What follows belongs to an exercise in optimizing a design on an open flow for small area; a production flow would make more cautious choices.
Function was checked by simulation only, so behaviour that the tests miss may differ from the original.
No driver is modelled on the clock port, so clock power and skew are understated where the tree is cut down; a real chip needs a root buffer or a tree.
Power figures rest on the tool's default switching activity, not on a simulated workload.

==> flow/design.v (excerpt) <==
module reactiontimer(keybutton, selection, trig, echo, cin, rst, segments, d, led);
Size in the first run: ~850 cells after synthesis, roughly 160 flip-flops, about 69 I/O pins, about 0.0079 sq mm of cells after synthesis.
Settings: LEC_CHECK=0, CAP_MARGIN=20, CORE_MARGIN=2, CORE_UTILIZATION=40, SLEW_MARGIN=20; clock period 20.0 ns.
standard.sh (not shown) runs the stock make flow with config.mk's settings and CLKGATE_MAP_FILE= SYNTH_SCRIPT=/design/flow/synth_recipe.tcl, a recipe that flattens the netlist after the stock synthesis.
==> flow/flow/run.sh <==
#!/bin/bash
# Own layout flow: the standard ORFS flow with the standard synthesis
# unchanged, and these changes to the layout steps:
#  - ports are buffered with the smallest buffer (buf_1);
#  - before placement repair, sized-up gates are set back to their smallest
#    size (downsize.tcl), and repair_design sizes up where it must;
#  - the clock tree is built by clocktree.tcl (a root buffer and one leaf
#    buffer per compact group of 16 registers) in place of TritonCTS.
# Each tool's output is in the ORFS logs under orfs/logs; the make output is
# in standard.log.
set -euo pipefail
here=$(pwd)
export BUFFER_PORTS_ARGS="-buffer_cell sky130_fd_sc_hd__buf_1"
export PRE_RESIZE_TCL="$here/flow/downsize.tcl"
export PRE_CTS_TCL="$here/flow/clocktree.tcl"
bash standard.sh > standard.log 2>&1
Other scripts of this flow, unchanged in this note and not shown: flow/flow/clocktree.tcl, flow/flow/downsize.tcl
Edit:
--- a/flow/design.v
+++ b/flow/design.v
@@ -41,22 +41,22 @@
 			5'b100_00: k = 2'd2;  5'b100_01: k = 2'd1;  5'b100_10: k = 2'd3;
 			5'b101_00: k = 2'd0;  5'b101_01: k = 2'd2;  5'b101_10: k = 2'd1;
 			5'b110_00: k = 2'd1;  5'b110_01: k = 2'd0;  5'b110_10: k = 2'd2;
 			5'b111_00: k = 2'd3;  5'b111_01: k = 2'd1;  5'b111_10: k = 2'd0;
 			default: k = 2'd0;
 		endcase
 	end
-	reg [9:0] usc;
+	reg [32:0] usc;
 	reg dist_gt;
-	wire usc_sat = usc[9] & usc[8] & usc[7] & usc[5];
+	wire usc_sat = (|usc[32:10]) | (usc[9] & usc[8] & usc[7] & (usc[6] | usc[5]));
 	wire usc_clr = rst | (one_us & ~echo);
-	wire [10:0] usc_c;
-	assign usc_c[0] = one_us & echo & ~usc_sat;
-	generate
-		for (gi = 0; gi < 10; gi = gi + 1) begin : usbit
+	wire [33:0] usc_c;
+	assign usc_c[0] = one_us & echo;
+	generate
+		for (gi = 0; gi < 33; gi = gi + 1) begin : usbit
 			assign usc_c[gi+1] = usc_c[gi] & usc[gi];
 			always @(posedge cin)
 				usc[gi] <= ~usc_clr & (usc[gi] ^ usc_c[gi]);
 		end
 	endgenerate
 	wire dist_ld = one_us & ~echo & (|usc);
 	always @(posedge cin)
Area after synthesis is higher by 15%.
Global-route usage is lower by 0.23 points.
Final area is higher by 14%.
Sequential power is higher by 14%.
Cell count is higher by 10%.
Power is higher by 13%.
Die area is higher by 14%.
Setup slack loses 38 ps.
Routed wire length is higher by 13%.
Sequential share of layout area is higher by 0.14 points.
Fmax is lower by 0.39%.
Clock power is higher by 16%.
Register-to-register slack loses 2800 ps.
Core utilization is higher by 0.26 points.
No run of this note takes its clock network from TritonCTS; it comes from the design's own scripts or RTL.

== v6 ==
reactiontimer with an RTL version that a note above also has.
Size in the first run: about 1,000 cells after synthesis, about 69 I/O pins.
export LEC_CHECK = 0
export CAP_MARGIN = 20
export CORE_MARGIN = 2
export CORE_UTILIZATION = 40
export SLEW_MARGIN = 20
create_clock -name core_clock -period 20.0 [get_ports {cin}]
==> flow/flow/run.sh <==
#!/bin/bash
# Own layout flow: the standard ORFS flow with the standard synthesis
# unchanged, and these changes:
#  - after the standard synthesis, its combinational logic is mapped again
#    for least area by remap.sh (registers, their names and cell types kept);
#  - ports are buffered with the smallest buffer (buf_1);
#  - before placement repair, sized-up gates are set back to their smallest
#    size (downsize.tcl), and repair_design sizes up where it must;
#  - the clock tree is built by clocktree.tcl (a root buffer and one leaf
#    buffer per compact group of 16 registers) in place of TritonCTS.
# Each tool's output is in the ORFS logs under orfs/logs and in remap.log;
# the make output is in standard.log.
set -euo pipefail
here=$(pwd)
export TMPDIR="$here/tmp"
mkdir -p "$TMPDIR"
res="$here/orfs/results/$FLOW_PLATFORM/reactiontimer/base"
bash standard.sh "$res/1_2_yosys.v" > standard_synth.log 2>&1
cp "$res/1_2_yosys.v" "$here/standard_1_2_yosys.v"
bash flow/remap.sh "$here/standard_1_2_yosys.v" "$res/1_2_yosys.v" "$here/remap.log"
export BUFFER_PORTS_ARGS="-buffer_cell sky130_fd_sc_hd__buf_1"
export PRE_RESIZE_TCL="$here/flow/downsize.tcl"
export PRE_CTS_TCL="$here/flow/clocktree.tcl"
bash standard.sh > standard.log 2>&1
Other scripts of this flow, unchanged in this note and not shown: flow/flow/clocktree.tcl, flow/flow/downsize.tcl, flow/flow/remap.abc, flow/flow/remap.sh
#### Input delta (v7 over v6)
diff --git a/flow/design.v b/flow/design.v
--- a/flow/design.v
+++ b/flow/design.v
@@ -37,30 +37,30 @@
 			5'b000_00: k = 2'd0;  5'b000_01: k = 2'd3;  5'b000_10: k = 2'd1;
 			5'b001_00: k = 2'd2;  5'b001_01: k = 2'd0;  5'b001_10: k = 2'd3;
 			5'b010_00: k = 2'd3;  5'b010_01: k = 2'd2;  5'b010_10: k = 2'd0;
 			5'b011_00: k = 2'd1;  5'b011_01: k = 2'd3;  5'b011_10: k = 2'd2;
 			5'b100_00: k = 2'd2;  5'b100_01: k = 2'd1;  5'b100_10: k = 2'd3;
 			5'b101_00: k = 2'd0;  5'b101_01: k = 2'd2;  5'b101_10: k = 2'd1;
 			5'b110_00: k = 2'd1;  5'b110_01: k = 2'd0;  5'b110_10: k = 2'd2;
 			5'b111_00: k = 2'd3;  5'b111_01: k = 2'd1;  5'b111_10: k = 2'd0;
 			default: k = 2'd0;
 		endcase
 	end
-	reg [32:0] usc;
+	reg [9:0] usc;
 	reg dist_gt;
-	wire usc_sat = (|usc[32:10]) | (usc[9] & usc[8] & usc[7] & (usc[6] | usc[5]));
+	wire usc_sat = usc[9] & usc[8] & usc[7] & usc[5];
 	wire usc_clr = rst | (one_us & ~echo);
-	wire [33:0] usc_c;
-	assign usc_c[0] = one_us & echo;
-	generate
-		for (gi = 0; gi < 33; gi = gi + 1) begin : usbit
+	wire [10:0] usc_c;
+	assign usc_c[0] = one_us & echo & ~usc_sat;
+	generate
+		for (gi = 0; gi < 10; gi = gi + 1) begin : usbit
 			assign usc_c[gi+1] = usc_c[gi] & usc[gi];
 			always @(posedge cin)
 				usc[gi] <= ~usc_clr & (usc[gi] ^ usc_c[gi]);
 		end
 	endgenerate
 	wire dist_ld = one_us & ~echo & (|usc);
 	always @(posedge cin)
 		dist_gt <= ~rst & (dist_ld ? usc_sat : dist_gt);
 	reg b_gt, stop;
 	always @(posedge cin) begin
 		b_gt <= ~rst & (tick ? dist_gt : b_gt);
Notes after the runs:
The flow did not stop early for v7: all stages ran, and the layout cleared the timing, design-rule and antenna checks. v7 improves on v6 in design area. Delta(global-route usage, v7 - v6) > 0. Summary — minimum clock period, v7 relative to v6: higher, by 290 ps. In v7, the met2 wirelength from detailed routing came out 430 um below the value in v6. Between v7 and v6, the cell count is higher for v6.
In every run of this note, the design's own scripts or RTL, not TritonCTS, make the clock network.

rev 12:
reactiontimer, a different RTL version from the one above (not shown whole).
For scale: roughly 950 cells after synthesis, roughly 69 I/O pins, roughly 7200 sq um of cells after synthesis.
export LEC_CHECK = 0
export CAP_MARGIN = 20
export CORE_MARGIN = 2
export CORE_UTILIZATION = 40
export SLEW_MARGIN = 20
create_clock -name core_clock -period 20.0 [get_ports {cin}]
Scripts as last shown in full above: flow/flow/run.sh
Other scripts of this flow, unchanged in this note and not shown: flow/flow/clocktree.tcl, flow/flow/downsize.tcl, flow/flow/remap.abc, flow/flow/remap.sh
Edits applied to the flow inputs when going from rev 12 to rev 13:
-- flow/design.v --
<<< rev 12, line 46
		endcase
	end
	reg [9:0] usc;
	reg dist_gt;
	wire usc_sat = usc[9] & usc[8] & usc[7] & usc[5];
	wire usc_clr = rst | (one_us & ~echo);
	wire [10:0] usc_c;
	assign usc_c[0] = one_us & echo & ~usc_sat;
	generate
		for (gi = 0; gi < 10; gi = gi + 1) begin : usbit
			assign usc_c[gi+1] = usc_c[gi] & usc[gi];
			always @(posedge cin)
>>> rev 13, line 46
		endcase
	end
	reg [32:0] usc;
	reg dist_gt;
	wire usc_sat = (|usc[32:10]) | (usc[9] & usc[8] & usc[7] & (usc[6] | usc[5]));
	wire usc_clr = rst | (one_us & ~echo);
	wire [33:0] usc_c;
	assign usc_c[0] = one_us & echo;
	generate
		for (gi = 0; gi < 33; gi = gi + 1) begin : usbit
			assign usc_c[gi+1] = usc_c[gi] & usc[gi];
			always @(posedge cin)
Findings:
[compare] base=rev 12 new=rev 13: inverter count of the layout excluding clock inverters went up 7; multi-input combinational cell count saw an increase; half-perimeter wire length after detailed placement went up by about 7%; wire length of the first global-routing pass up 5.8%; final core utilization picked up an extra 0.45 points.
Going from rev 12 to rev 13, post-synthesis area per instance grows by 0.14 sq um.
Comparing flip-flop and latch count for rev 13 and rev 12, the smaller number came from rev 12.
Final wirelength: rev 13 higher than rev 12
Final cell area: rev 13 above rev 12
Between rev 13 and rev 12, switching power total is higher for rev 13, rev 12 comes in under that.
Rev 13 — register-to-register slack 0.96 ns lower, rev 12 as reference
No run of this note takes its clock network from TritonCTS; it comes from the design's own scripts or RTL.

re-timing with driven ports:
Ports are ideal in the flow. The routed layouts listed here were re-timed in OpenROAD.
Step 1 assumes that a clkbuf_16 drives the clock port and a buf_2 every other input.
Step 2 also shifts input and output timing later by t, the mid clock arrival at the registers, as if the neighbouring blocks saw the same clock.
a / b / c = ideal / step 1 / step 2; a / b = the first two.
run | shift t [ns] | slack for setup (ns) | worst data-port slew with drivers (ns)
the first run of note 1 | 0.459 | 10.160 / 10.138 / 10.138 | 0.04
the second run of note 1 | 0.489 | 10.122 / 10.102 / 9.745 | 0.06
v6 | 0.481 | 9.260 / 9.237 / 9.237 | 0.04
v7 | 0.467 | 8.965 / 8.941 / 8.941 | 0.03
rev 12 | 0.461 | 9.081 / 9.056 / 9.056 | 0.04
rev 13 | 0.484 | 8.875 / 8.847 / 8.847 | 0.05
After both steps every run listed still meets setup and hold. The setup slack of the second run of note 1, which loses most, moves by -0.020 ns with the drivers and by -0.377 ns with both steps.
